This design comes from an exercise in tuning for small area on the open sky130 flow, not from production work.
RTL that was checked went through simulation tests only; none was proved equivalent to the original.
Power and IR drop assume default switching activity.

== rev 12 ==
==> module IR_math, before the edit <==
module IR_math (clk, rst_n, lft_opn, rght_opn, lft_IR, rght_IR, IR_Dtrm, en_fusion, dsrd_hdng, dsrd_hdng_adj,
               lft_IR_prev1, rght_IR_prev1, capture_lft, capture_rght);
parameter NOM_IR = 12'h900;
input lft_opn, rght_opn, clk, rst_n;
input [11:0] lft_IR, rght_IR;
input [11:0] lft_IR_prev1, rght_IR_prev1;	 
input capture_lft, capture_rght;			 
input signed [8:0] IR_Dtrm;
input en_fusion;
input signed [11:0] dsrd_hdng;
output signed [11:0] dsrd_hdng_adj;
logic signed [12:0] IR_diff;
logic signed [11:0] IR_diff_adj;
logic signed [11:0] IR_adj;
logic signed [11:0] lft_IR_only;
logic signed [11:0] rght_IR_only;
logic signed [12:0] calculated_heading;
assign IR_diff = {1'b0, lft_IR} - {1'b0, rght_IR};
assign IR_diff_adj = IR_diff[12:1];
logic cap_lft_d, cap_rght_d;
always_ff @(posedge clk) begin
	cap_lft_d <= capture_lft;
	cap_rght_d <= capture_rght;
end
assign lft_IR_only = (cap_lft_d ? lft_IR_prev1 : lft_IR) - NOM_IR;
assign rght_IR_only = NOM_IR - (cap_rght_d ? rght_IR_prev1 : rght_IR);
assign IR_adj = (lft_opn && rght_opn) ? 12'h000 :
				(lft_opn) ? rght_IR_only :
				(rght_opn) ? lft_IR_only :
				IR_diff_adj;
assign calculated_heading = { {2{IR_Dtrm[8]}}, IR_Dtrm[8:0], 2'b00 } + { {8{IR_adj[11]}}, IR_adj[10:5] };
assign dsrd_hdng_adj = (en_fusion) ? (calculated_heading[12:1] + dsrd_hdng) : dsrd_hdng;
endmodule
clock: 20.0 ns
lec_check: 0
abc_area: 1
cap_margin: 20
core_margin: 2
core_utilization: 60
cts_buf_list: sky130_fd_sc_hd__clkbuf_8
cts_cluster_diameter: 80
cts_cluster_size: 16
slew_margin: 20
standard.sh (not shown) runs the stock make flow with config.mk's settings and CLKGATE_MAP_FILE= SYNTH_SCRIPT=/design/flow/synth_recipe.tcl, a recipe that flattens the netlist after the stock synthesis.
==> flow/flow/run.sh <==
#!/bin/bash
# The standard layout (the standard.sh: standard synthesis, ORFS floorplan to finish),
# with clock tree synthesis told not to add dummy loads for balancing.
set -euo pipefail
export CTS_ARGS="-sink_clustering_enable -repair_clock_nets -sink_clustering_size 16 -sink_clustering_max_diameter 80 -buf_list sky130_fd_sc_hd__clkbuf_8 -dont_use_dummy_load"
bash standard.sh > standard.log 2>&1
Setup changes, rev 12 to rev 13
--- a/flow/design.v
+++ b/flow/design.v
@@ -1246,7 +1246,7 @@
 				(rght_opn) ? lft_IR_only :
 				IR_diff_adj;
 assign calculated_heading = { {2{IR_Dtrm[8]}}, IR_Dtrm[8:0], 2'b00 } + { {8{IR_adj[11]}}, IR_adj[10:5] };
-assign dsrd_hdng_adj = (en_fusion) ? (calculated_heading[12:1] + dsrd_hdng) : dsrd_hdng;
+assign dsrd_hdng_adj = dsrd_hdng + (en_fusion ? calculated_heading[12:1] : 12'h000);
 endmodule
 module P_term ( 
 	input signed [11:0] error,
Findings:
Rev 13 against rev 12: power essentially unchanged; via count decreased 808. Compared with rev 12, rev 13 shows a inverter count that is 18 lower. Rev 13 vs. rev 12: power per standard cell area went up by 0.74%. Rev 13 vs. rev 12: post-synthesis sequential area ratio increased 0.33 points; peak supply drop increased about 30%. Rev 13 reports its top layer used by detailed routing as met4 while rev 12 reports met5. Detailed route wirelength on metal2 in rev 13 is 2.6 mm below rev 12. | critical path data required time | rev 13 vs rev 12 | 0.04 ns higher |. Where worst hold slack across all endpoints is concerned, rev 12 is better than rev 13. Compared with rev 12, rev 13 shows a higher actual slew at the worst max-slew pin.
The RTL of rev 12 was laid out without a check of its function.

---

== branch lagoon ==
MazeRunner, a different RTL version from the one above (not shown whole).
For scale: roughly 5200 cells after synthesis, roughly 31 I/O pins, ~0.043 sq mm of cells after synthesis.
Settings: LEC_CHECK=0, ABC_AREA=1, CAP_MARGIN=20, CORE_MARGIN=2, CORE_UTILIZATION=60, CTS_BUF_LIST=sky130_fd_sc_hd__clkbuf_8, CTS_CLUSTER_DIAMETER=80, CTS_CLUSTER_SIZE=16, SLEW_MARGIN=20; clock period 20.0 ns.
run.sh (not shown) runs the stock make flow with config.mk's settings and CLKGATE_MAP_FILE= SYNTH_SCRIPT=/design/flow/synth_recipe.tcl, a recipe that flattens the netlist after the stock synthesis.
Stock flow here: none of the scripts above is used.
#### Input delta (branch zinc over branch lagoon)
--- a/flow/design.v
+++ b/flow/design.v
@@ -1007,16 +1007,16 @@
   logic accum_lft,accum_rght;
   logic ld_offs;
   reg cntr_opn;
   output reg [11:0] lft_IR_prev1,rght_IR_prev1;	 
   reg [11:0] lft_IR_prev2,rght_IR_prev2;
   reg [8:0] lft_D,rght_D;
   reg [11:0] vbatt1,vbatt2,vbatt3;
-  reg [11:0] lft_off_reg,rght_off_reg;
-  reg [14:0] lft_accum,rght_accum;
+  wire [11:0] lft_off_reg,rght_off_reg;
+  reg [14:0] lft_acc_off,rght_acc_off;
   reg [3:0] smpl_cnt;
   localparam OPEN_THRES = 12'hD30;
   localparam OPEN_THRES_FRNT = 12'hDC0;
   localparam HUG = 12'h0E0;
   assign sttl_ovr = &tmr[10:0];
   wire [13:0] vbatt_nxt = res + vbatt1 + vbatt2 + vbatt3;
   reg [7:0] vbatt_hi;
@@ -1136,42 +1136,51 @@
 	      capture_batt = 1;
 		  nxt_state = LFT_STTL;
 	    end
 	  end
     endcase
   end
   assign IR_err = res - NOM_IR - HUG;
-  wire [14:0] accum_sum = (accum_lft ? lft_accum : rght_accum) + {{3{IR_err[11]}},IR_err};
-  always_ff @(posedge clk)
-    if (clr_avg_accums)
-	  lft_accum <= 15'h0000;
+  wire [14:0] accum_sum = (accum_lft ? lft_acc_off : rght_acc_off) + {{3{IR_err[11]}},IR_err};
+  always_ff @(posedge clk, negedge rst_n)
+    if (!rst_n)
+	  lft_acc_off[11:0] <= 12'h000;
+	else if (clr_avg_accums)
+	  lft_acc_off[11:0] <= 12'h000;
+	else if (ld_offs)
+	  lft_acc_off[11:0] <= lft_acc_off[14:3];
 	else if (accum_lft)
-	  lft_accum <= accum_sum;
+	  lft_acc_off[11:0] <= accum_sum[11:0];
   always_ff @(posedge clk)
     if (clr_avg_accums)
-	  rght_accum <= 15'h0000;
+	  lft_acc_off[14:12] <= 3'h0;
+	else if (accum_lft & ~ld_offs)
+	  lft_acc_off[14:12] <= accum_sum[14:12];
+  always_ff @(posedge clk, negedge rst_n)
+    if (!rst_n)
+	  rght_acc_off[11:0] <= 12'h000;
+	else if (clr_avg_accums)
+	  rght_acc_off[11:0] <= 12'h000;
+	else if (ld_offs)
+	  rght_acc_off[11:0] <= rght_acc_off[14:3];
 	else if (accum_rght)
-	  rght_accum <= accum_sum;
+	  rght_acc_off[11:0] <= accum_sum[11:0];
+  always_ff @(posedge clk)
+    if (clr_avg_accums)
+	  rght_acc_off[14:12] <= 3'h0;
+	else if (accum_rght & ~ld_offs)
+	  rght_acc_off[14:12] <= accum_sum[14:12];
+  assign lft_off_reg = (cal_state == CAL) ? 12'h000 : lft_acc_off[11:0];
+  assign rght_off_reg = (cal_state == CAL) ? 12'h000 : rght_acc_off[11:0];
   always_ff @(posedge clk)
     if (clr_avg_accums)
 	  smpl_cnt <= 4'h0;
 	else if (accum_rght)
 	  smpl_cnt <= smpl_cnt + 1;
   always_ff @(posedge clk, negedge rst_n)
-    if (!rst_n) begin
-	  lft_off_reg <= 12'h000;
-	  rght_off_reg <= 12'h000;
-	end else if (clr_avg_accums) begin
-	  lft_off_reg <= 12'h000;
-	  rght_off_reg <= 12'h000;
-	end else if (ld_offs) begin
-	  lft_off_reg <= lft_accum[14:3];
-	  rght_off_reg <= rght_accum[14:3];
-	end
-  always_ff @(posedge clk, negedge rst_n)
     if (!rst_n)
       cal_state <= IDLE;
     else
       cal_state <= nxt_cal_state;
   always_comb begin
     clr_avg_accums = 0;
     accum_lft = 0;
Results
On area added between synthesis and finish, branch lagoon and branch zinc are basically level. Against branch lagoon, die area in branch zinc came out better. branch zinc -> branch lagoon: worst hold path depth delta 0, exact match. | worst-case headroom to the max-slew limit | branch zinc vs branch lagoon | better |. | maximum frequency from static timing analysis | branch zinc vs branch lagoon | 3.5% higher |. From branch lagoon to branch zinc the numbers moved as follows: total power of the final layout down 0.093 mW; count of mapped cells out of synthesis lost 27; sequential share of layout area -0.66 points; die extent in x now sits lower.

==> afterwards: timing with drivers on the ports <==
No port has a modelled driver above. Below, the same layouts with a new extraction and two added sets of constraints.
Step 1, drivers: a clkbuf_16 drives clk and a buf_2 each remaining input, both assumed.
Step 2 also shifts input and output timing later by t, the mid clock arrival at the registers, as if the neighbouring blocks saw the same clock.
a / b / c = ideal / step 1 / step 2; a / b = the first two.
run | t (ns) | slack for setup (ns) | clock arrival spread, ns | worst register clock-pin slew, ns | cell pins on the clock port's net
rev 12 | 0.717 | 8.020 / 7.995 / 7.279 | 0.099 / 0.099 | 0.11 / 0.11 | 1
rev 13 | 0.708 | 9.119 / 9.153 / 8.445 | 0.136 / 0.136 | 0.11 / 0.11 | 1
branch lagoon | 0.742 | 8.035 / 8.013 / 7.271 | 0.094 / 0.093 | 0.12 / 0.12 | 1
branch zinc | 0.723 | 8.442 / 8.473 / 7.750 | 0.054 / 0.054 | 0.11 / 0.11 | 1
After both steps setup and hold are still met in every run listed. The setup slack of branch lagoon, which loses most, moves by -0.022 ns with the drivers and by -0.764 ns with both steps.
